This is an optimization exercise on Yosys and OpenROAD, whose aim is small area, not a production implementation. Only simulation tests tie the RTL to the original design; equivalence was not proved.

==> run C <==
// cpu
module cpu (
    input wire clk, rst,
    output wire [19:0] e_addr_bus,
    output wire [15:0] e_prog_addr, e_data,
    input wire [15:0] e_mem_bus,
    input wire [31:0] e_instr,
    input wire [31:0] e_sdram_instr,
    input wire e_mem_busy, e_mem_ready, e_mem_cack,
    input wire irq_in,
    output wire ram_read_out, ram_write, ram_instr_access, ram_read_done,
    output wire [7:0] e_reg_leds,
    output wire [3:0] e_pc_leds
);
==> flow/config.mk <==
export PLATFORM = sky130hd
export DESIGN_NAME = cpu
export DESIGN_NICKNAME = cpu
export VERILOG_FILES = /design/flow/design.v
export SDC_FILE = /design/flow/constraint.sdc
export NUM_CORES = 4
export LEC_CHECK = 0
export ABC_AREA = 1
export ABC_CLOCK_PERIOD_IN_PS = 36000
export CAP_MARGIN = 20
export CORE_MARGIN = 2
export CORE_UTILIZATION = 55
export PLACE_DENSITY = 0.75
export SLEW_MARGIN = 20
==> flow/constraint.sdc <==
create_clock -name core_clock -period 140.0 [get_ports {clk}]
set_input_delay 28.0000 -clock core_clock [delete_from_list [all_inputs] [get_ports {clk}]]
set_output_delay 28.0000 -clock core_clock [all_outputs]
set_load 0.01 [all_outputs]
standard.sh (not shown) runs the stock make flow with config.mk's settings and CLKGATE_MAP_FILE= SYNTH_SCRIPT=/design/flow/synth_recipe.tcl, a recipe that flattens the netlist after the stock synthesis.
==> flow/flow/run.sh <==
#!/bin/bash
# Own layout flow: the standard ORFS flow, except that
#  - ABC maps the logic with an area-oriented script, then resizes for delay (flow/amap.abc),
#  - ports are buffered with the smallest buffer,
#  - CTS inserts no dummy loads and uses the smaller clock buffers,
#  - half-adder cells are not used (synthesis keeps full adders only).
# Every tool's output goes to a log in this folder (make_*.log) and under orfs/logs.
set -euo pipefail
W=$(pwd)
# synthesis script: the standard flow's, with the ABC mapping script replaced
{
  head -n 1 synth_recipe.tcl
  cat <<'T'
proc abc {args} {
  set i [lsearch -exact $args -script]
  if { $i >= 0 } { set args [lreplace $args [expr {$i+1}] [expr {$i+1}] $::env(MY_ABC_SCRIPT)] }
  yosys abc {*}$args
}
T
  tail -n +2 synth_recipe.tcl
} > my_synth.tcl
sed -e "s#SYNTH_SCRIPT=[^ ]*#SYNTH_SCRIPT=$W/my_synth.tcl#" \
    -e 's#CLKGATE_MAP_FILE= #CLKGATE_MAP_FILE= "DONT_USE_CELLS=${DU_LIST}" #' standard.sh > my_standard.sh
export MY_ABC_SCRIPT=$W/flow/amap.abc
export BUFFER_PORTS_ARGS="-buffer_cell sky130_fd_sc_hd__buf_1"
export CTS_ARGS="-sink_clustering_enable -repair_clock_nets -dont_use_dummy_load -buf_list {sky130_fd_sc_hd__clkbuf_4}"
# the platform's don't-use cells, and the half adders
DU_LIST=$(sed -n '/^export DONT_USE_CELLS/,/^$/p' "$FLOW_HOME/platforms/$FLOW_PLATFORM/config.mk" \
  | sed -e 's/export DONT_USE_CELLS += //' -e 's/\\//' | tr -s ' \n' '  ')
export DU_LIST="$DU_LIST sky130_fd_sc_hd__ha_1 sky130_fd_sc_hd__ha_2 sky130_fd_sc_hd__ha_4"
bash my_standard.sh "${1:-finish}" > make_${1:-finish}.log 2>&1
[ -n "${1:-}" ] || test -f out/final.def
==> flow/flow/amap.abc <==
strash
dch -f
amap
topo
stime -c
buffer -c
upsize -c
dnsize -c
==> run D: changes against run C <==
CORE_UTILIZATION = 65   (was 55)
PLACE_DENSITY = not set   (was 0.75)
==> run P: changes against run C <==
--- a/flow/flow/run.sh
+++ b/flow/flow/run.sh
@@ -5,3 +5,4 @@
 #  - CTS inserts no dummy loads and uses the smaller clock buffers,
-#  - half-adder cells are not used (synthesis keeps full adders only).
+#  - half-adder cells are not used (synthesis keeps full adders only),
+#  - after global routing, cells off the critical paths are downsized (RECOVER_POWER).
 # Every tool's output goes to a log in this folder (make_*.log) and under orfs/logs.
@@ -22,3 +23,3 @@
 sed -e "s#SYNTH_SCRIPT=[^ ]*#SYNTH_SCRIPT=$W/my_synth.tcl#" \
-    -e 's#CLKGATE_MAP_FILE= #CLKGATE_MAP_FILE= "DONT_USE_CELLS=${DU_LIST}" #' standard.sh > my_standard.sh
+    -e 's#CLKGATE_MAP_FILE= #CLKGATE_MAP_FILE= "DONT_USE_CELLS=${DU_LIST}" RECOVER_POWER=100 #' standard.sh > my_standard.sh
 export MY_ABC_SCRIPT=$W/flow/amap.abc
CORE_UTILIZATION = 65   (was 55)
PLACE_DENSITY = not set   (was 0.75)
==> qor summary <==
metric                                                                                           run P                  run C                     run D
Overall Global Routing Usage                                                                     45.2%                  38.6%                     45.2%
Slowest stage cell on the critical path                                       sky130_fd_sc_hd__dfrtn_1  sky130_fd_sc_hd__fa_2  sky130_fd_sc_hd__dfrtn_1
Number of tap cells added at floorplan                                                             688                    837                       688
Reg2reg path depth                                                                                 226                    223                       226
Critical path's largest stage delay                                                            0.53 ns                0.58 ns                   0.53 ns
Multi-input combinational area share                                                             44.5%                  44.3%                     44.3%
Highest Signal Layer                                                                              met4                   met5                      met5
Layout overhead on the synthesized area                                                          10.6%                  10.9%                     11.0%
Ant. Diodes                                                                                          2                      7                         2
Metal-1 WL                                                                                     44.9 mm                47.7 mm                   45.2 mm
Area inside the core boundary                                                               0.0526 mm²             0.0619 mm²                0.0526 mm²
Weighted congestion reported at the end of routability-driven placement                           1.06                   1.09                      1.06
Maximum number of pins on one net before global-route repair                                        83                    122                        83
Global-route track usage on met2                                                                 66.8%                  56.5%                     66.8%
Die width                                                                                       235 µm                 255 µm                    235 µm
Run status                                                                    finished with violations         finished clean            finished clean
Violated checks                                                          capacitance limit, slew limit                      -                         -
Routed wire length on met3                                                                     20.9 mm                17.3 mm                   20.8 mm
Share of the core filled with cells in the final layout                                          72.9%                  61.9%                     73.1%
Insertion delay to the later sink of the worst-skew pair                                       0.98 ns                0.98 ns                   0.99 ns
Initial antenna violation count                                                                      2                      6                         2
Number of buffers and inverters on the critical path                                                32                     27                        32
Area after detailed placement                                                               0.0361 mm²             0.0362 mm²                0.0361 mm²
Initial drt markers                                                                              6,514                  5,481                     6,431
